This design comes from an exercise in tuning for a short achievable clock period and few clock cycles on the open sky130 flow, not from production work. RTL that was checked went through simulation tests only; none was proved equivalent to the original. The RTL of run 4 was laid out without a check of its function. Power and IR drop assume default switching activity.

### design.v
module riscv_processor(clk, rst, imem_addr, imem_rdata, dmem_addr, dmem_wdata, dmem_we, dmem_rdata);
    input clk, rst;
    output [31:0] imem_addr;
    input  [31:0] imem_rdata;
    output [31:0] dmem_addr;
    output [31:0] dmem_wdata;
    output dmem_we;
    input  [31:0] dmem_rdata;
    reg [31:0] fa;                   
    reg        f2v;                  
    reg [31:0] f2pc;
    reg        skv;                  
    reg [31:0] sk, skpc;
    reg        dv;                   
    reg [31:0] ir, dpc;
    reg [31:0] ea, eb, eimm, epc4, ebt;             
    reg        eaM, eaW, ebM, ebW;                  
    reg        e_bimm, e_sub, e_rsum, e_rand, e_ror, e_rslt, e_rimm, e_rlink;
    reg        e_br, e_bne, e_pred, e_jalr, e_load, e_store, e_we;
    reg [4:0]  erd;
    reg [31:0] mres, mwd;                           
    reg        mst, mload, mwe;
    reg [4:0]  mrd;
    reg [31:0] wres;                                
    reg        wload, wwe;
    reg [4:0]  wrd;
    reg [31:0] wbv;                                 
    reg        w2we;
    reg [4:0]  w2rd;
    reg [31:0] rf [1:31];
    reg [31:1] rv;                                  
    wire [4:0] dop = ir[6:2];
    wire d_R  = dop == 5'b01100;
    wire d_I  = dop == 5'b00100;
    wire d_L  = dop == 5'b00000;
    wire d_S  = dop == 5'b01000;
    wire d_B  = dop == 5'b11000;
    wire d_J  = dop == 5'b11011;
    wire d_JR = dop == 5'b11001;
    wire d_U  = dop == 5'b01101;
    wire [2:0] f3 = ir[14:12];
    wire [4:0] rs1 = ir[19:15];
    wire [4:0] rs2 = ir[24:20];
    wire [4:0] rd  = ir[11:7];
    wire use1 = d_R | d_I | d_L | d_S | d_B | d_JR;
    wire use2 = d_R | d_S | d_B;
    wire d_we = (d_R | d_I | d_L | d_J | d_JR | d_U) & (rd != 5'd0);
    wire [31:0] immI = {{20{ir[31]}}, ir[31:20]};
    wire [31:0] immS = {{20{ir[31]}}, ir[31:25], ir[11:7]};
    wire [31:0] immB = {{20{ir[31]}}, ir[7], ir[30:25], ir[11:8], 1'b0};
    wire [31:0] immJ = {{12{ir[31]}}, ir[19:12], ir[20], ir[30:21], 1'b0};
    wire [31:0] immU = {ir[31:12], 12'b0};
    wire [31:0] dimm = d_S ? immS : (d_U ? immU : immI);
    wire [31:0] dbt  = dpc + (d_J ? immJ : immB);
    wire [31:0] dpc4 = dpc + 32'd4;
    wire [31:0] rv0 = {rv, 1'b0};
    wire [31:0] rf1 = rv0[rs1] ? rf[rs1] : 32'd0;
    wire [31:0] rf2 = rv0[rs2] ? rf[rs2] : 32'd0;
    wire hE1 = e_we & (erd == rs1);
    wire hM1 = mwe  & (mrd == rs1);
    wire hW1 = wwe  & (wrd == rs1);
    wire hX1 = w2we & (w2rd == rs1);
    wire hE2 = e_we & (erd == rs2);
    wire hM2 = mwe  & (mrd == rs2);
    wire hW2 = wwe  & (wrd == rs2);
    wire hX2 = w2we & (w2rd == rs2);
    wire st1 = use1 & ((hE1 & e_load) | (~hE1 & hM1 & mload));
    wire st2 = use2 & ((hE2 & e_load) | (~hE2 & hM2 & mload));
    wire stallD = dv & (st1 | st2);
    wire [31:0] dA = hM1 ? mres : hW1 ? wres : hX1 ? wbv : rf1;
    wire [31:0] dB = hM2 ? mres : hW2 ? wres : hX2 ? wbv : rf2;
    wire [31:0] A  = eaM ? mres : (eaW ? wbv : ea);
    wire [31:0] Bv = ebM ? mres : (ebW ? wbv : eb);
    wire [31:0] B  = e_bimm ? eimm : Bv;
    wire [33:0] s34 = {1'b0, A, 1'b1} + {1'b0, B ^ {32{e_sub}}, e_sub};
    wire [31:0] sum = s34[32:1];
    wire lt = ~s34[33];
    wire [31:0] res = ({32{e_rsum}} & sum) | ({32{e_rand}} & (A & B)) | ({32{e_ror}} & (A | B)) |
                      {31'd0, e_rslt & lt} | ({32{e_rimm}} & eimm) | ({32{e_rlink}} & epc4);
    wire eq = (A == Bv);
    wire taken = e_br & (eq ^ e_bne);
    wire redirE = (e_br & (taken ^ e_pred)) | e_jalr;
    wire [31:0] tgtE = e_jalr ? sum : (e_pred ? epc4 : ebt);
    wire redirD = dv & ~stallD & ~redirE & (d_J | (d_B & ir[31]));
    wire flush = redirE | redirD;
    wire issue = dv & ~stallD & ~redirE;
    assign imem_addr = fa;
    always @(posedge clk or posedge rst) begin
        if (rst) begin
            fa <= 32'd0; f2v <= 1'b0; skv <= 1'b0; dv <= 1'b0;
        end else begin
            fa   <= redirE ? tgtE : (redirD ? dbt : (stallD ? fa : fa + 32'd4));
            f2v  <= ~flush & ~stallD;
            if (flush) begin
                skv <= 1'b0;
                dv  <= 1'b0;
            end else if (stallD) begin
                if (~skv) skv <= f2v;
            end else begin
                skv <= 1'b0;
                dv  <= skv | f2v;
            end
        end
    end
    always @(posedge clk) begin
        f2pc <= fa;
        if (stallD) begin
            if (~skv) begin
                sk   <= imem_rdata;
                skpc <= f2pc;
            end
        end else begin
            ir  <= skv ? sk : imem_rdata;
            dpc <= skv ? skpc : f2pc;
        end
    end
    always @(posedge clk or posedge rst) begin
        if (rst) begin
            e_br <= 1'b0; e_jalr <= 1'b0; e_load <= 1'b0; e_store <= 1'b0; e_we <= 1'b0;
        end else begin
            e_br    <= issue & d_B;
            e_jalr  <= issue & d_JR;
            e_load  <= issue & d_L;
            e_store <= issue & d_S;
            e_we    <= issue & d_we;
        end
    end
    always @(posedge clk) begin
        begin
            ea   <= dA;
            eb   <= dB;
            eimm <= dimm;
            epc4 <= dpc4;
            ebt  <= dbt;
            eaM  <= hE1;
            eaW  <= ~hE1 & ~hM1 & hW1 & wload;
            ebM  <= hE2;
            ebW  <= ~hE2 & ~hM2 & hW2 & wload;
            e_bimm  <= d_I | d_L | d_S | d_JR | d_U;
            e_sub   <= (d_R & (f3 == 3'b000) & ir[30]) | ((d_R | d_I) & (f3 == 3'b010));
            e_rsum  <= ((d_R | d_I) & (f3 == 3'b000)) | d_L | d_S;
            e_rand  <= (d_R | d_I) & (f3 == 3'b111);
            e_ror   <= (d_R | d_I) & (f3 == 3'b110);
            e_rslt  <= (d_R | d_I) & (f3 == 3'b010);
            e_rimm  <= d_U;
            e_rlink <= d_J | d_JR;
            e_bne   <= ir[12];
            e_pred  <= ir[31];
            erd     <= rd;
        end
    end
    assign dmem_addr  = mres;
    assign dmem_wdata = mwd;
    assign dmem_we    = mst;
    always @(posedge clk or posedge rst) begin
        if (rst) begin
            mst <= 1'b0; mload <= 1'b0; mwe <= 1'b0;
            wload <= 1'b0; wwe <= 1'b0; w2we <= 1'b0;
        end else begin
            mst   <= e_store;
            mload <= e_load;
            mwe   <= e_we;
            wload <= mload;
            wwe   <= mwe;
            w2we  <= wwe;
        end
    end
    always @(posedge clk) begin
        mres <= res;
        mwd  <= Bv;
        mrd  <= erd;
        wres <= mres;
        wrd  <= mrd;
        wbv  <= wload ? dmem_rdata : wres;
        w2rd <= wrd;
    end
    always @(posedge clk or posedge rst) begin
        if (rst) rv <= 31'd0;
        else if (w2we) rv[w2rd] <= 1'b1;
    end
    always @(posedge clk) begin
        if (w2we) rf[w2rd] <= wbv;
    end
endmodule
### run.sh
#!/bin/bash
# synth_recipe.tcl (not shown) runs the flow's synth.tcl, then flattens the netlist and writes it again
# the make line also repeats each setting of config.mk as NAME=value (left out here)
make -C /OpenROAD-flow-scripts/flow DESIGN_CONFIG=/design/flow/config.mk WORK_HOME=/design/flow/orfs CLKGATE_MAP_FILE= SYNTH_SCRIPT=/design/flow/synth_recipe.tcl finish
### config.mk
export PLATFORM = sky130hd
export DESIGN_NAME = riscv_processor
export DESIGN_NICKNAME = riscv_processor
export VERILOG_FILES = /design/flow/design.v
export SDC_FILE = /design/flow/constraint.sdc
export NUM_CORES = 4
export LEC_CHECK = 0
export ABC_CLOCK_PERIOD_IN_PS = 3000
export CAP_MARGIN = 20
export CORE_MARGIN = 2
export CORE_UTILIZATION = 40
export SETUP_SLACK_MARGIN = 5
export SLEW_MARGIN = 20
### constraint.sdc
create_clock -name core_clock -period 12.0 [get_ports {clk}]
set_input_delay 2.4000 -clock core_clock [delete_from_list [all_inputs] [get_ports {clk}]]
set_output_delay 2.4000 -clock core_clock [all_outputs]
set_load 0.01 [all_outputs]
==> results of run 1 <==
[cell usage in the layout (no fill, tap or decap), drive strengths merged, types with 18 or more instances in the layout]
cell and count:
nand4 34, a21oi 134, o21ai 278, clkbuf 217
a21o 68, clkdlybuf4s50 160, edfxtp 1116, clkinv 59
ha 77, nor2 196, dfrtp 77, o21bai 28
xor2 73, dfxtp 362, a22oi 34, nor2b 21
mux4 594, nand3 60, a211oi 29, mux2 123
inv 63, a221o 28, nor3 30, mux2i 256
nand2 359, nor4 18, xnor2 133, nand2b 22
and3 29, o211ai 78, buf 100
[synthesized netlist by cell type (121+ instances only)]
library cell	count	area share [%]
a21oi_1	134	0.92
clkbuf_1	204	1.0
dfxtp_1	362	9.9
edfxtp_1	1116	46
mux2_2	121	1.9
mux2i_1	256	3.5
mux4_2	594	18
nand2_1	358	1.8
nor2_1	196	1.0
o21ai_0	211	1.4
xnor2_1	133	1.6
[worst max-delay path, stage by stage, from the launching register on]
cell and delay [ns]:
dfxtp_2 0.31, buf_4 0.57, mux2i_1 0.45, o21ai_1 0.20, mux2_2 0.36, xnor2_1 0.14
ha_1 0.37, o211ai_1 0.13, o211ai_1 0.26, a41oi_2 0.37, a2111oi_0 0.91, or3_1 0.27
o31ai_1 0.09, nand2_1 0.10, a21oi_1 0.14, o21ai_0 0.70, nand4_1 0.15
[report_power, final]
part           internal (mW)  switching (mW)
clock network           2.86            2.13
registers               6.24           0.493
logic                  0.996            1.18
total                   10.1            3.81
[final timing paths]
| kind | endpoint | depth (start not counted) | slack (ns) | startpoint |
|---|---|---|---|---|
| worst max-delay path | mres[0] | 16 | 6.29 | ebW |
| worst min-delay path | mst | 0 | 0.36 | e_store |
| worst max register to register | mres[0] | 16 | 6.29 | ebW |
| worst min register to register | mst | 0 | 0.36 | e_store |
| max in group asynchronous | skv | 3 | 8.86 | rst |
| min in group asynchronous | rv[31] | 2 | 1.93 | rst |
[layer usage]
layer | track usage, % | part of all wire, %
met5 | 0 | 0
met4 | 8.81 | 3.7
met1 | 34.2 | 42
met3 | 3.90 | 7.9
met2 | 37.1 | 46
[cell type report]
class | count | area, µm² | area share (%)
Sequential cell | 1555 | 42800 | 51.8
Antenna cell | 4 | 10.0 | 0.0121
Inverter | 56 | 211 | 0.256
Timing Repair Buffer | 260 | 2410 | 2.92
Tap cell | 2370 | 2970 | 3.59
Clock buffer | 217 | 4390 | 5.31
Clock inverter | 84 | 817 | 0.989
Multi-Input combinational cell | 2847 | 29100 | 35.2
[registers in the layout, summed over array words and instances (netlist names), 30 cells and up, named ones only]
name and cells:
rf 992, dpc 32, ea 32, eb 32, ebt 32, eimm 32
f2pc 32, fa 32, mres 32, mwd 32, skpc 32, wbv 32
wres 32, epc4 31, rv 31, ir 30, sk 30
[per-stage QoR]
stage / util [%] / worst slack, ns / instance area (µm²) / hold slack, ns
floorplan: - / 7.57 / 73000 / 0.331
global placement: 42.8 / 6.51 / 77400 / 0.344
detailed placement: 42.8 / 6.37 / 77400 / 0.348
CTS: 45.6 / 6.34 / 82600 / 0.361
global route: 45.7 / 6.05 / 82600 / 0.373
finish: 45.7 / 6.29 / 82600 / 0.357
[kinds of logic after synthesis]
kind of cell	after synthesis	share of synthesized area, %
AOI/OAI and AO/OA	780	6.89
xor gates and xnor gates	206	2.47
adders and majority gates	78	1.35
buffers and inverters	378	2.07
DFF	1555	58.5
muxes	973	23.8
and+or+nand+nor	810	4.97
==> summary.md, run 1 <==
| Metric | Value |
|---|---|
| Outcome | finished clean |
| Area growth, synth to finish | 13.2% |
| Die area | 0.186 mm² |
| Crit Path Category | register to register |
| Cell area power density | 168 mW/mm² |
| CTS root buf | clkbuf_16 |
| Clk_skew | 0.0216 ns |
| Max Clk Rate | 175 MHz |
| Post-synth cell types | 88 |
| Final Max Tran Viols | 0 |
| Max Cap Viol | 0 |
| Vias per inst | 6.12 |
| Post-synthesis sequential area ratio | 58.5% |
| Post-Place Cells | 7088 |
| Setup bufs post-CTS | 0 |
| Hold crit path type | register to register |
| VDD IR max | 0.159 mV |
| Die Y | 431 µm |
| Worst-Margin Slew | 1.17 ns |
| RePlAce Congestion | 0.912 |
| Crit path time final | 5.71 ns |
| Ys Warns | 1 |
| Critical Path Source Type | register |
| Core footprint | 0.181 mm² |
| Syn Nets | 4924 |
| Tcrit/Tclk final | 47.6% |
| Clock Pin Slew Worst Setup and Hold Paths | 0.06 ns |
| DRT Pass-1 Iters | 8 |
| Chip Width | 431 µm |
| Total track usage | 24.0% |
| Row count | 156 |
| Worst setup EP type | register |
| Synth Cell Area | 0.0730 mm² |
| Leakage | 28.0 nW |
| Worst skew pair latency | 0.79 ns |
| CTS Hold Bufs | 0 |
| Critical Path AT | 6.33 ns |
| Initial Util | 40.3% |
| Dpl hpwl | 135000 µm |
| IO Count | 163 |
| Number of gates resized after CTS | 0 |
| Worst-path fanout max | 32 |
| Finish-stage setup viols | 0 |
| CTS tree | built |
| Initial antenna violation count | 7 |
| Seq cells post-synth | 1555 |
| H-tree depth | 4 |
| Initial DRC Count | 6004 |
| Mean Syn Cell Area | 15.3 µm² |
| Pin count of the biggest net entering global routing | 98 |
| Max-slew headroom | 22.0% |
| Total CTS buffers | 163 |
| Main synth FF type | edfxtp_1 |
| CTS sink cnt | 1555 |
| GR Overflow Total | 0 |
| ANT nets after route | 0 |
| Power Total | 13.9 mW |
| EDFF count, synth | 1116 |
| Layout cells sized above 1 | 23.0% |
| Syn Inst Count | 4780 |
| Routed WL per cell | 30.4 µm |
| # port buffers | 160 |
| Critical Path RT | 12.62 ns |
| RSZ-0062 raised after global routing | no |
| Vias in the first global route | 45000 |
| Post-Layout Cell Count | 7393 |
| Final nets | 5027 |
| First-pass GRT wire length | 322000 µm |
| Final Hold Vio Count | 0 |
| Fillers | 15600 |
| Total number of vias | 45300 |
| Fin Setup TNS | 0 ns |
| Synth async-reset ratio | 4.95% |
| Clk buf depth | 3 |
| Final WL | 225000 µm |
| DRC | 0 |
Testbench counts, summed over its fixed seeds: cycles 151,338.
==> run 2: changes to the inputs <==
--- a/design.v
+++ b/design.v
@@ -8,2 +8,3 @@
     input  [31:0] dmem_rdata;
+    localparam NB = 4;
     reg [31:0] fa;                   
@@ -11,6 +12,21 @@
     reg [31:0] f2pc;
+    reg        f2pt;                 
+    reg [NB-1:0] f2hv;               
     reg        skv;                  
     reg [31:0] sk, skpc;
+    reg        skpt;
+    reg [NB-1:0] skhv;
     reg        dv;                   
     reg [31:0] ir, dpc;
+    reg        dpt;
+    reg [NB-1:0] dhv;
+    reg [NB-1:0] bv;
+    reg [31:0] btag [0:NB-1];
+    reg [31:0] btgt [0:NB-1];
+    reg [NB-1:0] bptr;               
+    reg        u_alloc;              
+    reg [NB-1:0] u_inval;
+    reg [31:0] u_pc, u_tgt;
+    reg [31:0] epc;
+    reg [NB-1:0] ehv;
     reg [31:0] ea, eb, eimm, epc4, ebt;             
@@ -18,3 +34,3 @@
     reg        e_bimm, e_sub, e_rsum, e_rand, e_ror, e_rslt, e_rimm, e_rlink;
-    reg        e_br, e_bne, e_pred, e_jalr, e_load, e_store, e_we;
+    reg        e_br, e_bne, e_pred, e_jalr, e_load, e_store, e_we, e_jal;
     reg [4:0]  erd;
@@ -83,3 +99,15 @@
     wire [31:0] tgtE = e_jalr ? sum : (e_pred ? epc4 : ebt);
-    wire redirD = dv & ~stallD & ~redirE & (d_J | (d_B & ir[31]));
+    wire spred = d_J | (d_B & (ir[31] | (~ir[12] & (rs1 == rs2))));
+    wire redirD = dv & ~stallD & ~redirE & ~dpt & spred;
+    reg [NB-1:0] hv;
+    reg [31:0] btarget;
+    integer k;
+    always @(*) begin
+        btarget = 32'd0;
+        for (k = 0; k < NB; k = k + 1) begin
+            hv[k] = bv[k] & (btag[k] == fa);
+            btarget = btarget | ({32{hv[k]}} & btgt[k]);
+        end
+    end
+    wire bhit = |hv;
     wire flush = redirE | redirD;
@@ -91,3 +119,3 @@
         end else begin
-            fa   <= redirE ? tgtE : (redirD ? dbt : (stallD ? fa : fa + 32'd4));
+            fa   <= redirE ? tgtE : (redirD ? dbt : (stallD ? fa : (bhit ? btarget : fa + 32'd4)));
             f2v  <= ~flush & ~stallD;
@@ -106,2 +134,4 @@
         f2pc <= fa;
+        f2pt <= bhit;
+        f2hv <= hv;
         if (stallD) begin
@@ -110,2 +140,4 @@
                 skpc <= f2pc;
+                skpt <= f2pt;
+                skhv <= f2hv;
             end
@@ -114,2 +146,4 @@
             dpc <= skv ? skpc : f2pc;
+            dpt <= skv ? skpt : f2pt;
+            dhv <= skv ? skhv : f2hv;
         end
@@ -119,3 +153,5 @@
             e_br <= 1'b0; e_jalr <= 1'b0; e_load <= 1'b0; e_store <= 1'b0; e_we <= 1'b0;
-        end else begin
+            e_jal <= 1'b0;
+        end else begin
+            e_jal   <= issue & d_J;
             e_br    <= issue & d_B;
@@ -147,3 +183,5 @@
             e_bne   <= ir[12];
-            e_pred  <= ir[31];
+            e_pred  <= dpt | spred;
+            epc     <= dpc;
+            ehv     <= dhv;
             erd     <= rd;
@@ -176,2 +214,30 @@
     end
+    reg [NB-1:0] upres;
+    always @(*) begin
+        for (k = 0; k < NB; k = k + 1) upres[k] = bv[k] & (btag[k] == u_pc);
+    end
+    always @(posedge clk or posedge rst) begin
+        if (rst) begin
+            u_alloc <= 1'b0; u_inval <= {NB{1'b0}};
+            bv <= {NB{1'b0}}; bptr <= {{(NB-1){1'b0}}, 1'b1};
+        end else begin
+            u_alloc <= (taken | e_jal) & ~|ehv;
+            u_inval <= (e_br & ~taken) ? ehv : {NB{1'b0}};
+            if (u_alloc & ~|upres) begin
+                bv   <= (bv & ~u_inval) | bptr;
+                bptr <= {bptr[NB-2:0], bptr[NB-1]};
+            end else begin
+                bv   <= bv & ~u_inval;
+            end
+        end
+    end
+    always @(posedge clk) begin
+        u_pc  <= epc;
+        u_tgt <= ebt;
+        for (k = 0; k < NB; k = k + 1)
+            if (u_alloc & ~|upres & bptr[k]) begin
+                btag[k] <= u_pc;
+                btgt[k] <= u_tgt;
+            end
+    end
     always @(posedge clk or posedge rst) begin
==> flow/run.sh (new file) <==
#!/bin/bash
set -euo pipefail
cd "$(dirname "$0")/.."
bash standard.sh SETUP_SLACK_MARGIN=8.3 finish > standard.log 2>&1
==> standard.sh (new file) <==
#!/bin/bash
# synth_recipe.tcl (not shown) runs the flow's synth.tcl, then flattens the netlist and writes it again
# the make line also repeats each setting of config.mk as NAME=value (left out here)
make -C /OpenROAD-flow-scripts/flow DESIGN_CONFIG=/design/flow/config.mk WORK_HOME=/design/flow/orfs CLKGATE_MAP_FILE= SYNTH_SCRIPT=/design/flow/synth_recipe.tcl "${@:-finish}"
removed: run.sh
==> summary.md, run 2 <==
| Metric | Value |
|---|---|
| Max Clk Rate | 229 MHz (+31%) |
| Dpl hpwl | 171000 µm (+27%) |
| Register-to-Register Setup Slack | 7.63 ns (+1.34 ns) |
| Die area | 0.223 mm² (+20%) |
| Pin count of the biggest net entering global routing | 74 (-24%) |
| Final Hold Vio Count | 0 (unchanged) |
| Cell area power density | 182 mW/mm² (+8.4%) |
| Fin Setup TNS | 0 ns (unchanged) |
| Worst-Margin Slew | 1.12 ns (-0.0512 ns) |
| Synth Cell Area | 0.0876 mm² (+20%) |
| DRC | 0 (unchanged) |
| Outcome | finished clean |
| Ys Warns | 3 (+2) |
| Most flops, register | rf |
| Max Cap Viol | 0 (unchanged) |
| Critical Path RT | 12.75 ns (+0.13 ns) |
| Worst setup EP type | register |
| Post-synthesis sequential area ratio | 60.4% (+1.9 points) |
| Vias per inst | 6.14 (+0.28%) |
| Top cell family by delay on the critical path | compound AO/OA/AOI/OAI gates |
| Clock Pin Slew Worst Setup and Hold Paths | 0.06 ns (about the same) |
| Worst path max stage delay | 0.42 ns (-0.49 ns) |
| Most common cell on crit path | buf_4 |
| Fin area | 0.104 mm² (+26%) |
| Yosys top cell by area | edfxtp_1 |
| Met2 Resource Use GR | 39.0% (+1.9 points) |
| Row count | 171 (+9.6%) |
| ANT nets after route | 0 (unchanged) |
| Max-slew headroom | 25.4% (+3.4 points) |
| CTS root buf | clkbuf_16 |
| RePlAce Congestion | 0.916 (+0.36%) |
| CTS sink cnt | 1934 (+24%) |
| H-tree depth | 4 (unchanged) |
| Met3 GRT Util | 4.99% (+1.1 points) |
| Initial antenna violation count | 7 (unchanged) |
| Most frequent cells in the layout | edfxtp_1 (1378), mux4_2 (594), dfxtp_1 (359), nand2_1 (340), buf_4 (302) |
| CTS tree | built |
| Worst skew pair latency | 0.89 ns (+0.10 ns) |
| Post-synth cell types | 88 (unchanged) |
| First-pass GRT wire length | 409000 µm (+27%) |
| Final WS setup | 7.63 ns (+1.34 ns) |
| Placed Area | 0.0927 mm² (+20%) |
| Final WL | 295000 µm (+31%) |
| Gr busiest metal | met2 |
| Total track usage | 25.8% (+1.8 points) |
| Cell with the most instances after synthesis | edfxtp_1 |
| Area growth, synth to finish | 18.5% |
| IO Count | 163 (unchanged) |
| GR Overflow Total | 0 (unchanged) |
| RSZ-0062 raised after global routing | yes |
| Crit Path Category | register to register |
| Max reg flops | 992 (unchanged) |
| Layout cells sized above 1 | 30.6% (+7.6 points) |
| Slowest CP cell | dfxtp_4 |
| Die Y | 472 µm (+9.5%) |
| Syn Inst Count | 5736 (+20%) |
| Finish-stage setup viols | 0 (unchanged) |
| Clk_skew | 0.0466 ns (+0.0250 ns) |
| Initial Util | 40.3% (about the same) |
| Vias in the first global route | 54400 (+21%) |
| Crit path time final | 4.37 ns (-1.34 ns) |
| Final nets | 6227 (+24%) |
| Mean Syn Cell Area | 15.3 µm² (about the same) |
| Chip Width | 472 µm (+9.5%) |
| Synth top area cells | edfxtp_1 (47%), mux4_2 (15%), dfxtp_1 (11%) |
| Hold crit path type | register to register |
| Buf+Inv Stages, Crit Path | 6 (+5) |
| Total number of vias | 56000 (+24%) |
| Critical Path AT | 5.12 ns (-1.21 ns) |
| Routed WL per cell | 32.3 µm (+6.3%) |
| Syn Nets | 5880 (+19%) |
| Tcrit/Tclk final | 36.4% (-11 points) |
| Clk buf depth | 3 (unchanged) |
| Worst-path fanout max | 8 (-75%) |
| Critical Path Source Type | register |
| CP cell instances | buf_4, buf_12, buf_16, buf_4, mux2_4, o311ai_4, xnor2_1, ha_1, a211oi_2, nor2_2, o211ai_1, buf_4, a211oi_2, buf_4, o31ai_4, o21ai_2, a221o_1, xor2_2, a221o_1 |
| Final Max Tran Viols | 0 (unchanged) |
| Leakage | 35.7 nW (+27%) |
| Total CTS buffers | 204 (+25%) |
| DRT Pass-1 Iters | 6 (-2) |
| Top cell type's share of synthesized area | 47.2% (+1.3 points) |
| VDD IR max | 0.138 mV (-13%) |
| Synth cell count leaders | edfxtp_1 (1378), mux4_2 (594), dfxtp_1 (465) |
| EDFF count, synth | 1378 (+23%) |
| Met1 usage in global routing | 36.0% (+1.9 points) |
| Pre-CTS WS | 6.53 ns (+0.158 ns) |
| Commonest non-fill, non-tap cell in the layout | edfxtp_1 |
| # port buffers | 160 (unchanged) |
| Initial DRC Count | 7200 (+20%) |
| Power Total | 18.9 mW (+36%) |
| Seq cells post-synth | 1934 (+24%) |
| Top flop regs | rf: 992 flops, btag: 128 flops, btgt: 124 flops |
| Synth async-reset ratio | 4.71% (-0.25 points) |
| Core footprint | 0.217 mm² (+20%) |
| Main synth FF type | edfxtp_1 |
[run 2: per-layer routing]
metal	share of wire (%)	vias to the layer above
met5	0	-
met4	4.8	0
met3	9.6	558
met2	45	3116
met1	40	29100
li1	-	23200
[run 2: worst register-to-register path: cells and delay by family (launching register included)]
family                     cells  cell delay, ns
adders and majority gates      1            0.34
buffers and inverters          6            0.95
AOI/OAI and AO/OA              8            1.84
xor gates and xnor gates       2            0.29
muxes                          1            0.34
DFF                            1            0.42
and+or+nand+nor                1            0.07
[run 2: what timing repair did]
action	in CTS	in global routing
buffers inserted	157	80
gates cloned	9	1
pin swaps	58	70
resized for setup	897	163
endpoints found under the setup margin	564	392
hold buffers	0	0
[run 2: metrics by stage]
stage / instances / hold WS [ns] / util [%]
2_1_floorplan: 5736 / 0.310 / -
3_3_place_gp: 8483 / 0.310 / 42.6
3_5_place_dp: 8483 / 0.312 / 42.6
4_1_cts: 9036 / 0.322 / 47.1
5_1_grt: 9119 / 0.329 / 47.8
6_report: 9122 / 0.322 / 47.8
[run 2: worst paths after layout]
path / startpoint / to / cells past startpoint
worst max-delay path: ebW / mres[30] / 19
worst min-delay path: epc[5] / u_pc[5] / 0
worst max register to register: ebW / mres[30] / 19
worst min register to register: epc[5] / u_pc[5] / 0
max in group asynchronous: rst / fa[1] / 4
min in group asynchronous: rst / mst / 3
[run 2: power breakdown]
part / switching [mW] / internal [mW]
registers: 0.881 / 7.95
logic: 1.96 / 1.56
clock network: 2.75 / 3.83
total: 5.59 / 13.3
[run 2: cells by family (layout without fill, tap and decap cells)]
kind of cell    Yosys count  after routing  share of synthesized area [%]
xor+xnor                479            479                           4.79
compound gates          884            884                           6.61
fa+ha+maj                78             78                           1.12
mux                     982            982                           20.0
buf+inv                 464            988                           2.10
flops                  1934           1934                           60.4
other cells               0              4                              0
simple gates            915            919                           4.99
[run 2: final cells by class]
type	count	area [µm²]
Multi-Input combinational cell	3342	34500
Timing Repair Buffer	530	5130
Inverter	71	287
Antenna cell	4	10.0
Sequential cell	1934	53400
Fill cell	18400	114000
Tap cell	2854	3570
Clock inverter	94	1010
Clock buffer	293	5990
Testbench counts of run 2, summed over its fixed seeds: cycles 133,059.
==> run 3: changes to the inputs <==
--- a/design.v
+++ b/design.v
@@ -31,5 +31,4 @@
     reg [NB-1:0] ehv;
-    reg [31:0] ea, eb, eimm, epc4, ebt;             
-    reg        eaM, eaW, ebM, ebW;                  
-    reg        e_bimm, e_sub, e_rsum, e_rand, e_ror, e_rslt, e_rimm, e_rlink;
+    reg [31:0] ea, eb, es, eimm, epc4, ebt;
+    reg        e_sub, e_rsum, e_rand, e_ror, e_rslt, e_rimm, e_rlink;
     reg        e_br, e_bne, e_pred, e_jalr, e_load, e_store, e_we, e_jal;
@@ -45,2 +44,3 @@
     reg [4:0]  w2rd;
+    wire [31:0] res;                                
     reg [31:0] rf [1:31];
@@ -62,2 +62,3 @@
     wire use2 = d_R | d_S | d_B;
+    wire d_bimm = d_I | d_L | d_S | d_JR | d_U;
     wire d_we = (d_R | d_I | d_L | d_J | d_JR | d_U) & (rd != 5'd0);
@@ -69,3 +70,5 @@
     wire [31:0] dimm = d_S ? immS : (d_U ? immU : immI);
-    wire [31:0] dbt  = dpc + (d_J ? immJ : immB);
+    wire [31:0] dbtJ = dpc + immJ;
+    wire [31:0] dbtB = dpc + immB;
+    wire [31:0] dbt  = ({32{d_J}} & dbtJ) | ({32{~d_J}} & dbtB);    
     wire [31:0] dpc4 = dpc + 32'd4;
@@ -85,16 +88,18 @@
     wire stallD = dv & (st1 | st2);
-    wire [31:0] dA = hM1 ? mres : hW1 ? wres : hX1 ? wbv : rf1;
-    wire [31:0] dB = hM2 ? mres : hW2 ? wres : hX2 ? wbv : rf2;
-    wire [31:0] A  = eaM ? mres : (eaW ? wbv : ea);
-    wire [31:0] Bv = ebM ? mres : (ebW ? wbv : eb);
-    wire [31:0] B  = e_bimm ? eimm : Bv;
-    wire [33:0] s34 = {1'b0, A, 1'b1} + {1'b0, B ^ {32{e_sub}}, e_sub};
+    wire [31:0] wbv_n = wload ? dmem_rdata : wres;
+    wire [31:0] dA = hE1 ? res : hM1 ? mres : hW1 ? wbv_n : hX1 ? wbv : rf1;
+    wire [31:0] dB = hE2 ? res : hM2 ? mres : hW2 ? wbv_n : hX2 ? wbv : rf2;
+    wire d_sub = (d_R & (f3 == 3'b000) & ir[30]) | ((d_R | d_I) & (f3 == 3'b010));
+    wire [31:0] A  = ea;
+    wire [31:0] B  = eb;
+    wire [33:0] s34 = {1'b0, A, 1'b1} + {1'b0, B, e_sub};
+    wire [31:0] jt = A + eimm;
     wire [31:0] sum = s34[32:1];
     wire lt = ~s34[33];
-    wire [31:0] res = ({32{e_rsum}} & sum) | ({32{e_rand}} & (A & B)) | ({32{e_ror}} & (A | B)) |
+    assign res = ({32{e_rsum}} & sum) | ({32{e_rand}} & (A & B)) | ({32{e_ror}} & (A | B)) |
                       {31'd0, e_rslt & lt} | ({32{e_rimm}} & eimm) | ({32{e_rlink}} & epc4);
-    wire eq = (A == Bv);
+    wire eq = (A == B);
     wire taken = e_br & (eq ^ e_bne);
     wire redirE = (e_br & (taken ^ e_pred)) | e_jalr;
-    wire [31:0] tgtE = e_jalr ? sum : (e_pred ? epc4 : ebt);
+    wire [31:0] tgtE = e_jalr ? jt : (e_pred ? epc4 : ebt);
     wire spred = d_J | (d_B & (ir[31] | (~ir[12] & (rs1 == rs2))));
@@ -166,3 +171,4 @@
             ea   <= dA;
-            eb   <= dB;
+            eb   <= (d_bimm ? dimm : dB) ^ {32{d_sub}};
+            es   <= dB;
             eimm <= dimm;
@@ -170,8 +176,3 @@
             ebt  <= dbt;
-            eaM  <= hE1;
-            eaW  <= ~hE1 & ~hM1 & hW1 & wload;
-            ebM  <= hE2;
-            ebW  <= ~hE2 & ~hM2 & hW2 & wload;
-            e_bimm  <= d_I | d_L | d_S | d_JR | d_U;
-            e_sub   <= (d_R & (f3 == 3'b000) & ir[30]) | ((d_R | d_I) & (f3 == 3'b010));
+            e_sub   <= d_sub;
             e_rsum  <= ((d_R | d_I) & (f3 == 3'b000)) | d_L | d_S;
@@ -207,3 +208,3 @@
         mres <= res;
-        mwd  <= Bv;
+        mwd  <= es;
         mrd  <= erd;
@@ -211,3 +212,3 @@
         wrd  <= mrd;
-        wbv  <= wload ? dmem_rdata : wres;
+        wbv  <= wbv_n;
         w2rd <= wrd;
--- a/config.mk
+++ b/config.mk
@@ -10,3 +10,3 @@
 export CORE_MARGIN = 2
-export CORE_UTILIZATION = 40
+export CORE_UTILIZATION = 60
 export SETUP_SLACK_MARGIN = 5
==> summary.md, run 3 <==
| Metric | Value |
|---|---|
| Outcome | finished clean |
| Adder-cell share of the synthesized area | 2.19% (+1.1 points) |
| Post-Place Cells | 8159 (-3.8%) |
| Initial Util | 60.5% (+20 points) |
| Row count | 142 (-17%) |
| Critical Path Source Type | register |
| RSZ-0062 raised after global routing | yes |
| Area growth, synth to finish | 15.2% |
| CTS tree | built |
| Max reg flops | 992 (unchanged) |
| ANT nets after route | 0 (unchanged) |
| Syn Nets | 6468 (+10%) |
| Multiplexer area fraction after synthesis | 17.7% (-2.3 points) |
| # port buffers | 160 (unchanged) |
| Leakage | 36.7 nW (+2.8%) |
| Seq cells post-synth | 1967 (+1.7%) |
| Footprint of the multi-input gates | 0.0354 mm² (+2.8%) |
| CTS root buf | clkbuf_16 |
| Worst-path fanout max | 2 (-6) |
| Clock Pin Slew Worst Setup and Hold Paths | 0.07 ns (about the same) |
| Syn Inst Count | 6246 (+8.9%) |
| Core footprint | 0.150 mm² (-31%) |
| Fillers | 10100 (-45%) |
| Placed Area | 0.0945 mm² (+1.9%) |
| Vias in the first global route | 58200 (+6.9%) |
| Main synth FF type | edfxtp_1 |
| Top cell type's share of synthesized area | 45.8% (-1.4 points) |
| Max Cap Viol | 0 (unchanged) |
| Yosys top cell by area | edfxtp_1 |
| Layout cells sized above 1 | 25.1% (-5.5 points) |
| Reg area | 0.0540 mm² (+1.1%) |
| Top cell family by delay on the critical path | flip-flops |
| Total number of vias | 60300 (+7.7%) |
| H-tree depth | 4 (unchanged) |
| Synth Area in Compound Gates | 8.14% (+1.5 points) |
| First-pass GRT wire length | 428000 µm (+4.6%) |
| Final WL | 307000 µm (+4.0%) |
| CTS sink cnt | 1967 (+1.7%) |
| Pin count of the biggest net entering global routing | 104 (+41%) |
| Vias per inst | 6.93 (+13%) |
| Ys Warns | 3 (unchanged) |
| Most frequent cells in the layout | edfxtp_1 (1382), mux4_2 (544), dfxtp_1 (387), xnor2_1 (364), a21oi_1 (336) |
| Synth async-reset ratio | 4.63% (-0.079 points) |
| Final nets | 6727 (+8.0%) |
| Final WS setup | 8.06 ns (+0.436 ns) |
| Post-synthesis sequential area ratio | 59.3% (-1.2 points) |
| Clk_skew | 0.0508 ns (+0.00421 ns) |
| Top flop regs | rf: 992 flops, btag: 128 flops, btgt: 128 flops |
| Fin Setup TNS | 0 ns (unchanged) |
| Initial antenna violation count | 15 (+8) |
| CP cell instances | buf_12, buf_6 |
| Max-slew headroom | 16.0% (-9.4 points) |
| Finish-stage setup viols | 0 (unchanged) |
| Total track usage | 39.7% (+14 points) |
| Routed WL per cell | 35.2 µm (+9.0%) |
| Final Hold Vio Count | 0 (unchanged) |
| Fin area | 0.104 mm² (+0.47%) |
| Die area | 0.154 mm² (-31%) |
| Crit path time final | 3.94 ns (-0.436 ns) |
| Initial DRC Count | 8189 (+14%) |
| EDFF count, synth | 1382 (+0.29%) |
| Synth top area cells | edfxtp_1 (46%), mux4_2 (14%), dfxtp_1 (11%) |
| Synth Area in XOR/XNOR | 4.55% (-0.23 points) |
| Cell with the most instances after synthesis | edfxtp_1 |
| Total CTS buffers | 196 (-3.9%) |
| Max Clk Rate | 254 MHz (+11%) |
| Worst path max stage delay | 0.43 ns (about the same) |
| Post-synth cell types | 93 (+5.7%) |
| Synth Cell Area | 0.0906 mm² (+3.3%) |
| CTS Hold Bufs | 0 (unchanged) |
| Clk buf depth | 3 (unchanged) |
| Mean Syn Cell Area | 14.5 µm² (-5.1%) |
| DRC | 0 (unchanged) |
| Slowest CP cell | dfrtp_2 |
| Hold crit path type | register to register |
| Commonest non-fill, non-tap cell in the layout | edfxtp_1 |
| Cell area power density | 186 mW/mm² (+1.9%) |
| Synth cell count leaders | edfxtp_1 (1382), mux4_2 (544), dfxtp_1 (494) |
| Post-Layout Cell Count | 8704 (-4.6%) |
| DRT Pass-1 Iters | 7 (+1) |
| Critical Path AT | 1.54 ns (-3.58 ns) |
| Die Y | 393 µm (-17%) |
| Final Max Tran Viols | 0 (unchanged) |
| Crit Path Category | register to output pin |
| RePlAce Congestion | 0.985 (+7.6%) |
| IO Count | 163 (unchanged) |
| Dpl hpwl | 184000 µm (+7.9%) |
| Chip Width | 393 µm (-17%) |
| VDD IR max | 0.150 mV (+9.1%) |
| Pre-CTS WS | 6.94 ns (+0.410 ns) |
| Worst setup EP type | output pin |
| Tcrit/Tclk final | 32.8% (-3.6 points) |
| Buf+Inv Stages, Crit Path | 2 (-4) |
| Worst skew pair latency | 0.84 ns (-0.05 ns) |
| Most flops, register | rf |
| GR Overflow Total | 0 (unchanged) |
| Critical Path RT | 9.60 ns (-3.15 ns) |
| Largest family of logic cells by synthesized area | multiplexers |
| Synth Area in Simple Gates | 5.49% (+0.50 points) |
| Worst-Margin Slew | 1.26 ns (+0.138 ns) |
[run 3: cell count changes in the layout (fill, tap and decap cells not counted), sizes merged, moves of 75 or more]
| cell | before | now |
|---|---|---|
| xnor2 | 255 | 365 |
| nand2 | 355 | 239 |
| a21oi | 156 | 346 |
| nor2 | 194 | 323 |
| xor2 | 224 | 103 |
| inv | 77 | 186 |
| ha | 77 | 152 |
[run 3: logic make-up (layout without fill, tap and decap cells)]
family | Yosys count | in the layout
AND/OR/NAND/NOR | 1027 | 1028
flip-flops | 1967 | 1967
other | 0 | 10
adder cells (fa/ha/maj) | 156 | 156
multiplexers | 906 | 906
buffers and inverters | 591 | 1021
XOR/XNOR | 469 | 469
AO/OA/AOI/OAI | 1130 | 1131
[run 3: report_power, final]
group / internal, mW / total (mW) / switching (mW)
sequential: 8.06 / 8.96 / 0.900
combinational: 1.72 / 4.04 / 2.31
clock: 3.67 / 6.38 / 2.70
total: 13.5 / 19.4 / 5.92
[run 3: path summary, 6_finish.rpt]
| path | depth (start not counted) | startpoint | end | slack, ns |
|---|---|---|---|---|
| max in group asynchronous | 3 | rst | fa[24] | 8.88 |
| hold / removal | 0 | es[16] | mwd[16] | 0.32 |
| setup reg to reg | 14 | fa[11] | fa[16] | 8.30 |
| hold reg to reg | 0 | es[16] | mwd[16] | 0.32 |
| min in group asynchronous | 2 | rst | u_inval[2] | 1.89 |
| setup / recovery | 2 | fa[5] | imem_addr[5] | 8.06 |
[run 3: layer usage]
metal | share of wire (%) | wire length [µm] | GRT usage, % | vias up
li1 | - | - | - | 24800
met1 | 36 | 111000 | 51.4 | 30600
met2 | 45 | 140000 | 61.0 | 3979
met3 | 11 | 34500 | 10.4 | 919
met4 | 7.0 | 21500 | 22.9 | 14
met5 | 0.027 | 84 | 0 | -
[run 3: worst reg2reg max path: stages, from the launching register on]
cell       delay [ns]
dfrtp_1          0.40
buf_12           0.14
buf_4            0.12
buf_4            0.20
xnor2_1          0.24
nand2_1          0.09
or4b_1           0.53
nor4_1           0.31
and3_4           0.34
or4_4            0.31
buf_4            0.17
nand3_1          0.10
o211a_1          0.19
a2111oi_2        0.33
a211oi_1         0.09
[run 3: layout make-up]
type | instances | share of cell area (%)
diodes | 10 | 0.0240
clock buffers | 246 | 5.06
clock inverters | 125 | 1.35
inverters | 179 | 0.654
multi-input cells | 3690 | 34.0
flip-flops and latches | 1967 | 51.7
well taps | 2016 | 2.42
repair buffers | 471 | 4.80
[run 3: what timing repair did]
item,4_1_cts,5_1_grt
pin swaps,22,18
endpoints found under the setup margin,641,267
resized for setup,826,110
cloned,10,3
buffers inserted,123,27
[run 3: stage by stage]
stage / utilization (%) / hold WS, ns / total power, mW
floorplan: - / 0.310 / 10.9
CTS: 69.2 / 0.324 / 19.2
detailed placement: 63.1 / 0.313 / 12.5
global route: 69.6 / 0.327 / 19.9
global placement: 63.1 / 0.310 / 12.5
finish: 69.7 / 0.321 / 19.4
Testbench counts of run 3, summed over its fixed seeds: cycles 133,059.
==> run 4: changes to the inputs <==
--- a/design.v
+++ b/design.v
@@ -10,2 +10,3 @@
     reg [31:0] fa;                   
+    reg [31:0] fa_o;                 
     reg        f2v;                  
@@ -119,8 +120,7 @@
     wire issue = dv & ~stallD & ~redirE;
-    assign imem_addr = fa;
-    always @(posedge clk or posedge rst) begin
-        if (rst) begin
-            fa <= 32'd0; f2v <= 1'b0; skv <= 1'b0; dv <= 1'b0;
-        end else begin
-            fa   <= redirE ? tgtE : (redirD ? dbt : (stallD ? fa : (bhit ? btarget : fa + 32'd4)));
+    assign imem_addr = fa_o;
+    always @(posedge clk or posedge rst) begin
+        if (rst) begin
+            f2v <= 1'b0; skv <= 1'b0; dv <= 1'b0;
+        end else begin
             f2v  <= ~flush & ~stallD;
@@ -136,2 +136,11 @@
         end
+    end
+    wire [31:0] fa_n = redirE ? tgtE : (redirD ? dbt : (stallD ? fa : (bhit ? btarget : fa + 32'd4)));
+    always @(posedge clk or posedge rst) begin
+        if (rst) fa <= 32'd0;
+        else     fa <= fa_n;
+    end
+    always @(posedge clk) begin
+        if (rst) fa_o <= 32'd0;
+        else     fa_o <= fa_n;
     end
@@ -190,3 +199,4 @@
     end
-    assign dmem_addr  = mres;
+    reg [31:0] maddr;
+    assign dmem_addr  = maddr;
     assign dmem_wdata = mwd;
@@ -195,6 +205,5 @@
         if (rst) begin
-            mst <= 1'b0; mload <= 1'b0; mwe <= 1'b0;
+            mload <= 1'b0; mwe <= 1'b0;
             wload <= 1'b0; wwe <= 1'b0; w2we <= 1'b0;
         end else begin
-            mst   <= e_store;
             mload <= e_load;
@@ -205,2 +214,8 @@
         end
+    end
+    always @(posedge clk) begin
+        mst <= ~rst & e_store;
+    end
+    always @(posedge clk) begin
+        if (e_load | e_store) maddr <= res;
     end
==> flow/run.sh (replaced) <==
#!/bin/bash
set -euo pipefail
cd "$(dirname "$0")/.."
bash standard.sh SETUP_SLACK_MARGIN=8.8 "BUFFER_PORTS_ARGS=-buffer_cell sky130_fd_sc_hd__buf_4" finish > standard.log 2>&1
==> summary.md, run 4 <==
| Metric | Value |
|---|---|
| Buf+Inv Stages, Crit Path | 1 (-1) |
| Initial Util | 60.3% (-0.14 points) |
| Crit Path Category | register to output pin |
| CTS tree | built |
| H-tree depth | 4 (unchanged) |
| Die area | 0.158 mm² (+2.5%) |
| Seq cells post-synth | 2031 (+3.3%) |
| Final WL | 339000 µm (+10%) |
| Fin Setup TNS | 0 ns (unchanged) |
| Total number of vias | 64200 (+6.5%) |
| GR Overflow Total | 0 (unchanged) |
| Total CTS buffers | 203 (+3.6%) |
| Final Hold Vio Count | 0 (unchanged) |
| R2R depth | 13 (-1) |
| Fillers | 9441 (-6.6%) |
| Max-slew headroom | 25.4% (+9.4 points) |
| Total track usage | 41.9% (+2.2 points) |
| Most frequent cells in the layout | edfxtp_1 (1414), mux4_2 (559), buf_4 (490), dfxtp_1 (372), xnor2_1 (302) |
| Hold crit path type | register to register |
| Final nets | 7163 (+6.5%) |
| Clk_skew | 0.0546 ns (+0.00381 ns) |
| Max Clk Rate | 256 MHz (+0.64%) |
| Row count | 144 (+1.4%) |
| Synth async-reset ratio | 4.43% (-0.20 points) |
| Routed WL per cell | 36.9 µm (+4.8%) |
| Synth Cell Area | 0.0928 mm² (+2.5%) |
| Worst setup EP type | output pin |
| Crit path time final | 3.91 ns (-0.0248 ns) |
| RePlAce Congestion | 0.998 (+1.3%) |
| DRT Pass-1 Iters | 6 (-1) |
| Cell area power density | 179 mW/mm² (-3.4%) |
| VDD IR max | 0.153 mV (+1.9%) |
| Final Max Tran Viols | 0 (unchanged) |
| Post-synth cell types | 105 (+13%) |
| Vias in the first global route | 60700 (+4.3%) |
| Leakage | 40.9 nW (+11%) |
| Core footprint | 0.154 mm² (+2.7%) |
| ANT nets after route | 0 (unchanged) |
| Worst-path fanout max | 1 (-1) |
| CTS root buf | clkbuf_16 |
| Chip Width | 397 µm (+1.2%) |
| CTS sink cnt | 2031 (+3.3%) |
| Yosys top cell by area | edfxtp_1 |
| Finish-stage setup viols | 0 (unchanged) |
| Worst skew pair latency | 0.87 ns (+0.03 ns) |
| First-pass GRT wire length | 459000 µm (+7.3%) |
| CP cell instances | buf_6 |
| Pin count of the biggest net entering global routing | 65 (-38%) |
| Beginning of the worst hold path | es[13] |
| Vias per inst | 7.01 (+1.2%) |
| Critical Path RT | 9.60 ns (about the same) |
| Post-synthesis sequential area ratio | 59.5% (+0.28 points) |
| Max reg flops | 992 (unchanged) |
| CTS Hold Bufs | 0 (unchanged) |
| Worst hold path cell count | 0 (unchanged) |
| Outcome | finished clean |
| Synth top area cells | edfxtp_1 (46%), mux4_2 (14%), dfxtp_1 (11%) |
| Tcrit/Tclk final | 32.6% (-0.21 points) |
| Worst path max stage delay | 0.49 ns (+0.06 ns) |
| Worst-Margin Slew | 1.12 ns (-0.140 ns) |
| Syn Inst Count | 6305 (+0.94%) |
| Die Y | 397 µm (+1.2%) |
| Slowest CP cell | edfxtp_1 |
| Top cell family by delay on the critical path | flip-flops |
| Syn Nets | 6527 (+0.91%) |
| DRC | 0 (unchanged) |
| EDFF count, synth | 1414 (+2.3%) |
| Most flops, register | rf |
| Layout cells sized above 1 | 36.4% (+11 points) |
| Top cell type's share of synthesized area | 45.7% (-0.079 points) |
| RSZ-0062 raised after global routing | yes |
| Initial antenna violation count | 14 (-1) |
| Cell with the most instances after synthesis | edfxtp_1 |
| Clock Pin Slew Worst Setup and Hold Paths | 0.07 ns (about the same) |
| Mean Syn Cell Area | 14.7 µm² (+1.5%) |
| Max Cap Viol | 0 (unchanged) |
| Worst r2r src | ir[20] |
| Clk buf depth | 3 (unchanged) |
| # port buffers | 160 (unchanged) |
| Synth cell count leaders | edfxtp_1 (1414), mux4_2 (559), dfxtp_1 (527) |
| Worst hold endpoint | mwd[13] |
| Critical Path Source Type | register |
| Top flop regs | rf: 992 flops, btag: 128 flops, btgt: 128 flops |
| Power Total | 20.5 mW (+5.9%) |
| Area growth, synth to finish | 23.2% |
| Initial DRC Count | 9352 (+14%) |
| R2R Path End | eb[29] |
| Critical Path AT | 1.51 ns (-0.03 ns) |
| Main synth FF type | edfxtp_1 |
| Register-to-Register Setup Slack | 8.45 ns (+0.15 ns) |
| Dpl hpwl | 195000 µm (+5.8%) |
| Ys Warns | 3 (unchanged) |
| Commonest non-fill, non-tap cell in the layout | edfxtp_1 |
| IO Count | 163 (unchanged) |
==> run 4: cell count changes after synthesis, moves of 17 or more <==
cell and delta:
buf_2 +43, nor2_1 -47, clkbuf_1 -59, a221oi_1 -17
a21oi_1 -67, edfxtp_1 +32, nand4_1 -27, and2_1 +20
o211ai_1 +32, nand2_1 +29, dfxtp_1 +33, xnor2_1 -45
==> run 4: per-stage QoR <==
stage	utilization, %	area, µm²	setup slack, ns	hold WS, ns	cells
floorplan	-	93000	8.24	0.310	6305
global placement	62.6	96200	5.95	0.310	8238
detailed placement	62.6	96300	5.82	0.312	8238
CTS	71.8	111000	8.06	0.320	8941
global route	74.3	114000	8.08	0.321	9161
finish	74.3	114000	8.09	0.317	9165
==> run 4: kinds of logic after synthesis <==
group	Yosys count	share of synthesized area, %
XOR/XNOR	438	4.15
multiplexers	924	17.7
AO/OA/AOI/OAI	1122	8.17
buffers and inverters	593	2.84
flip-flops	2031	59.5
AND/OR/NAND/NOR	1041	5.50
adder cells (fa/ha/maj)	156	2.13
==> run 4: worst max path at each step <==
stage,from,to,cells after the start
4_1_cts,maddr[21],dmem_addr[21],1
6_report,maddr[21],dmem_addr[21],1
5_1_grt,maddr[21],dmem_addr[21],1
3_5_place_dp,ir[23],fa_o[4],12
3_3_place_gp,ir[23],fa_o[4],12
2_1_floorplan,w2rd[3],rf[10][0],4
==> run 4: area by class of cell <==
cell class / count / area (µm²) / share of cell area, %
Sequential cell: 2031 / 55600 / 48.6
Multi-Input combinational cell: 3686 / 38900 / 34.0
Timing Repair Buffer: 833 / 9560 / 8.36
Clock buffer: 274 / 5660 / 4.95
Tap cell: 2044 / 2560 / 2.24
Clock inverter: 106 / 1280 / 1.12
Inverter: 180 / 772 / 0.675
Timing Repair inverter: 6 / 76.3 / 0.0667
Antenna cell: 5 / 12.5 / 0.0109
==> run 4: power by group <==
group	internal, mW	switching (mW)
Combinational	2.09	2.48
Clock	3.80	2.81
Sequential	8.34	1.00
==> run 4: timing repair <==
| item | in CTS | in global routing |
|---|---|---|
| endpoints found under the setup margin | 1006 | 626 |
| pin swaps | 128 | 271 |
| gates resized for setup | 820 | 455 |
| gates cloned | 60 | 13 |
| buffers inserted | 263 | 206 |
==> run 4: routing by layer <==
| metal | global-route usage, % | share of wire, % | routed length [µm] | vias up |
|---|---|---|---|---|
| met2 | 62.6 | 44 | 150000 | 4661 |
| met3 | 10.1 | 12 | 40900 | 1139 |
| met4 | 27.4 | 8.6 | 29200 | 8 |
| met5 | 0 | 0.015 | 52 | - |
| met1 | 55.1 | 35 | 119000 | 32500 |
| li1 | - | - | - | 25900 |
==> run 5: changes to the inputs <==
--- a/design.v
+++ b/design.v
@@ -35,2 +35,4 @@
     reg        e_br, e_bne, e_pred, e_jalr, e_load, e_store, e_we, e_jal;
+    reg        e_addi;                              
+    reg [31:0] e_nimm;                              
     reg [4:0]  erd;
@@ -105,4 +107,8 @@
     wire [31:0] tgtE = e_jalr ? jt : (e_pred ? epc4 : ebt);
-    wire spred = d_J | (d_B & (ir[31] | (~ir[12] & (rs1 == rs2))));
-    wire redirD = dv & ~stallD & ~redirE & ~dpt & spred;
+    wire fz = d_B & e_addi & (((rs1 == erd) & (rs2 == 5'd0)) | ((rs1 == 5'd0) & (rs2 == erd)));
+    wire fz_taken = (ea == e_nimm) ^ ir[12];
+    wire spred = ir[31] | (~ir[12] & (rs1 == rs2));
+    wire d_des = d_J | (d_B & (fz ? fz_taken : (dpt | spred)));
+    wire redirD = dv & ~stallD & ~redirE & (d_des ^ dpt);
+    wire [31:0] tgtD = d_des ? dbt : dpc4;
     reg [NB-1:0] hv;
@@ -137,3 +143,3 @@
     end
-    wire [31:0] fa_n = redirE ? tgtE : (redirD ? dbt : (stallD ? fa : (bhit ? btarget : fa + 32'd4)));
+    wire [31:0] fa_n = redirE ? tgtE : (redirD ? tgtD : (stallD ? fa : (bhit ? btarget : fa + 32'd4)));
     always @(posedge clk or posedge rst) begin
@@ -167,3 +173,3 @@
             e_br <= 1'b0; e_jalr <= 1'b0; e_load <= 1'b0; e_store <= 1'b0; e_we <= 1'b0;
-            e_jal <= 1'b0;
+            e_jal <= 1'b0; e_addi <= 1'b0;
         end else begin
@@ -175,2 +181,3 @@
             e_we    <= issue & d_we;
+            e_addi  <= issue & d_we & d_I & (f3 == 3'b000);
         end
@@ -193,3 +200,4 @@
             e_bne   <= ir[12];
-            e_pred  <= dpt | spred;
+            e_pred  <= d_des;
+            e_nimm  <= 32'd0 - immI;
             epc     <= dpc;
@@ -219,3 +227,3 @@
     always @(posedge clk) begin
-        if (e_load | e_store) maddr <= res;
+        maddr <= rst ? 32'd0 : res;
     end
==> summary.md, run 5 <==
| Metric | Value |
|---|---|
| EDFF count, synth | 1382 (-2.3%) |
| Fin Setup TNS | 0 ns (unchanged) |
| Synth top area cells | edfxtp_1 (44%), mux4_2 (14%), dfxtp_1 (12%) |
| Finish-stage setup viols | 0 (unchanged) |
| Top flop regs | rf: 992 flops, btag: 128 flops, btgt: 128 flops |
| NetSw | 6.26 mW (-0.53%) |
| Footprint of the multi-input gates | 0.0394 mm² (+1.3%) |
| CTS Hold Bufs | 0 (unchanged) |
| Sequential share of power | 46.9% (+1.4 points) |
| Total track usage | 42.1% (+0.17 points) |
| Total CTS buffers | 203 (unchanged) |
| Slowest CP cell | a2111oi_4 |
| Main synth FF type | edfxtp_1 |
| Synth Cell Area | 0.0934 mm² (+0.57%) |
| Syn Nets | 6663 (+2.1%) |
| Synth async-reset ratio | 4.45% (+0.019 points) |
| Top cell type's share of synthesized area | 44.5% (-1.3 points) |
| Vias per inst | 7.07 (+0.91%) |
| DRC | 0 (unchanged) |
| Mean Syn Cell Area | 14.5 µm² (-1.5%) |
| Post-Place Cells | 8355 (+1.4%) |
| Leakage | 40.6 nW (-0.67%) |
| Final WL | 343000 µm (+1.3%) |
| VDD IR max | 0.153 mV (+0.21%) |
| Initial DRC Count | 9173 (-1.9%) |
| Buf+Inv Stages, Crit Path | 3 (+2) |
| First-pass GRT wire length | 466000 µm (+1.4%) |
| Critical Path RT | 12.69 ns (+3.09 ns) |
| GR Overflow Total | 0 (unchanged) |
| CTS tree | built |
| Post-synthesis sequential area ratio | 59.2% (-0.37 points) |
| Layout cells sized above 1 | 34.7% (-1.7 points) |
| Post-Layout Cell Count | 9191 (+0.28%) |
| Synth cell count leaders | edfxtp_1 (1382), dfxtp_1 (572), mux4_2 (561) |
| Syn Inst Count | 6439 (+2.1%) |
| Sw frac | 30.7% (+0.045 points) |
| Chip Width | 398 µm (+0.28%) |
| Hold crit path type | register to register |
| Row count | 144 (unchanged) |
| Worst-path fanout max | 16 (+15) |
| Dpl hpwl | 196000 µm (+0.52%) |
| Area growth, synth to finish | 21.9% |
| Max-slew headroom | 23.5% (-2.0 points) |
| Routed WL per cell | 37.3 µm (+1.0%) |
| Combinational share of power | 20.4% (-1.9 points) |
| Max reg flops | 992 (unchanged) |
| Commonest non-fill, non-tap cell in the layout | edfxtp_1 |
| Clk pwr share | 32.7% (+0.5 points) |
| Most flops, register | rf |
| Fillers | 9517 (+0.80%) |
| CTS sink cnt | 2045 (+0.69%) |
| Die area | 0.159 mm² (+0.56%) |
| Max Clk Rate | 262 MHz (+2.7%) |
| Worst path max stage delay | 0.58 ns (+0.09 ns) |
| Beginning of the worst hold path | epc[3] |
| Cell with the most instances after synthesis | edfxtp_1 |
| RePlAce Congestion | 0.985 (-1.3%) |
| Initial antenna violation count | 16 (+2) |
| CP startpoint | ir[22] |
| Total number of vias | 65000 (+1.2%) |
| Vias in the first global route | 62700 (+3.3%) |
| Worst r2r src | ir[22] |
| Cell area power density | 179 mW/mm² (-0.12%) |
| Critical Path Source Type | register |
| Reg area | 0.0556 mm² (about the same) |
| Post-synth cell types | 102 (-2.9%) |
| Initial Util | 60.5% (+0.20 points) |
| Clock Pin Slew Worst Setup and Hold Paths | 0.07 ns (about the same) |
| Yosys top cell by area | edfxtp_1 |
| IO Count | 163 (unchanged) |
| Clk buf depth | 3 (unchanged) |
| H-tree depth | 4 (unchanged) |
| Critical Path AT | 4.50 ns (+2.99 ns) |
| CTS root buf | clkbuf_16 |
| Outcome | finished clean |
| Final Max Tran Viols | 0 (unchanged) |
| Core footprint | 0.154 mm² (+0.23%) |
| Max Cap Viol | 0 (unchanged) |
| Pin count of the biggest net entering global routing | 108 (+66%) |
| Tcrit/Tclk final | 31.8% (-0.84 points) |
| Clk_skew | 0.0559 ns (+0.00130 ns) |
| Seq cells post-synth | 2045 (+0.69%) |
| DRT Pass-1 Iters | 8 (+2) |
| Worst-Margin Slew | 1.15 ns (+0.0294 ns) |
| Ys Warns | 3 (unchanged) |
| CP cell instances | buf_12, xor2_1, nor4_2, and3_4, buf_12, nor2_1, buf_6, a22oi_1, nor2_1, a2111oi_4, a21oi_2, mux2_4, xnor2_2 |
| Final Hold Vio Count | 0 (unchanged) |
| Worst skew pair latency | 0.84 ns (-0.03 ns) |
| Final nets | 7183 (+0.28%) |
| Int Pwr | 14.1 mW (-0.74%) |
| Die Y | 398 µm (+0.28%) |
| # port buffers | 160 (unchanged) |
| Worst setup EP type | register |
| Crit Path Category | register to register |
| RSZ-0062 raised after global routing | yes |
| Crit path time final | 3.81 ns (-0.101 ns) |
| Most frequent cells in the layout | edfxtp_1 (1382), mux4_2 (561), dfxtp_1 (377), buf_4 (371), xnor2_1 (313) |
| Top cell family by delay on the critical path | simple AND/OR/NAND/NOR gates |
| ANT nets after route | 0 (unchanged) |
==> run 5: final timing paths <==
kind,endpoint,slack [ns],cells after the start
worst min-delay path,u_pc[3],0.32,0
worst max-delay path,eb[28],8.19,13
worst min register to register,u_pc[3],0.32,0
min in group asynchronous,fa[28],1.89,2
max in group asynchronous,wload,9.23,2
worst max register to register,eb[28],8.19,13
==> run 5: cells by family after synthesis <==
kind of cell | synth area share (%)
flops | 59.2
compound gates | 8.12
simple gates | 5.81
mux | 17.8
buf+inv | 2.60
xor+xnor | 4.34
fa+ha+maj | 2.15
==> run 5: per-layer routing <==
metal	routed length [µm]	up-vias	GRT usage, %	part of all wire [%]
li1	-	26100	-	-
met1	115000	32900	52.5	33
met2	158000	4801	66.0	46
met3	38600	1229	8.90	11
met4	31100	8	29.5	9.1
met5	56	-	0	0.016
==> run 5: cell type report <==
type / instances / area share [%]
Sequential cell: 2045 / 48.9
Multi-Input combinational cell: 3820 / 34.6
Timing Repair Buffer: 711 / 7.42
Clock buffer: 270 / 4.98
Tap cell: 2044 / 2.25
Clock inverter: 110 / 1.15
Inverter: 174 / 0.627
Timing Repair inverter: 4 / 0.0363
Antenna cell: 13 / 0.0286
==> run 5: repair_timing <==
| action | 4_1_cts | 5_1_grt |
|---|---|---|
| setup buffers | 273 | 111 |
| resized for setup | 875 | 353 |
| pin swaps | 161 | 194 |
| setup endpoints to repair | 856 | 499 |
| cloned | 48 | 11 |
==> run 5: through the flow <==
step | cell area, µm² | setup slack [ns] | hold slack (ns) | util [%] | power, mW
2_1_floorplan | 93600 | 8.24 | 0.310 | - | 11.1
3_3_place_gp | 96900 | 6.64 | 0.310 | 62.8 | 12.6
3_5_place_dp | 96900 | 6.64 | 0.312 | 62.8 | 12.6
4_1_cts | 111000 | 8.26 | 0.318 | 72.1 | 19.9
5_1_grt | 114000 | 8.14 | 0.326 | 73.8 | 20.9
6_report | 114000 | 8.19 | 0.321 | 73.8 | 20.4
==> run 5: power by group through the flow <==
stage / clock, mW / sequential (mW) / combinational (mW)
2_1_floorplan: 0 / 8.84 / 2.28
3_3_place_gp: 0 / 9.63 / 2.96
3_5_place_dp: 0 / 9.66 / 2.98
4_1_cts: 6.67 / 9.44 / 3.80
5_1_grt: 6.96 / 9.55 / 4.36
6_report: 6.67 / 9.55 / 4.16
==> run 5: worst register-to-register path, stage by stage, from the launching register on <==
cell and delay, ns:
edfxtp_1 0.50, buf_12 0.18, xor2_1 0.20, nor4_2 0.45, and3_4 0.34, buf_12 0.20
nor2_1 0.10, buf_6 0.17, a22oi_1 0.21, nor2_1 0.11, a2111oi_4 0.58, a21oi_2 0.17
mux2_4 0.35, xnor2_2 0.13
Testbench counts of run 5, summed over its fixed seeds: cycles 131,336.

separate check: timing with driven ports:
The flow's constraints put no driver on any port. The routed layouts listed below were extracted and timed again, unchanged, in two steps. Step 1 (the two cells are an assumption about what drives the block):
set clk [get_ports {clk}]
set_driving_cell -lib_cell sky130_fd_sc_hd__clkbuf_16 $clk
set_driving_cell -lib_cell sky130_fd_sc_hd__buf_2 [delete_from_list [all_inputs] $clk]
Step 2 moves the port delays by t, midway between the first and last clock arrival at a register: inputs arrive t later, outputs are due t later. That takes back most of the time a late clock gives input paths. Slacks: ideal ports / drivers / drivers and shift; pairs: ideal ports / drivers.
run	t (ns)	slack for setup (ns)	worst hold slack (ns)	worst data-port slew with drivers (ns)
run 1	0.861	6.291 / 6.291 / 6.291	0.357 / 0.357 / 0.357	0.13
run 2	0.956	7.627 / 7.627 / 7.627	0.322 / 0.322 / 0.322	0.08
run 3	0.909	8.063 / 7.972 / 7.388	0.321 / 0.321 / 0.321	0.23
run 4	0.928	8.088 / 8.005 / 7.789	0.317 / 0.317 / 0.317	0.11
run 5	0.899	8.189 / 8.189 / 7.524	0.321 / 0.321 / 0.321	0.10
After both steps setup and hold are still met in every run listed. For run 3, which loses most, drivers alone change the setup slack by -0.091 ns; drivers and shift together by -0.675 ns.
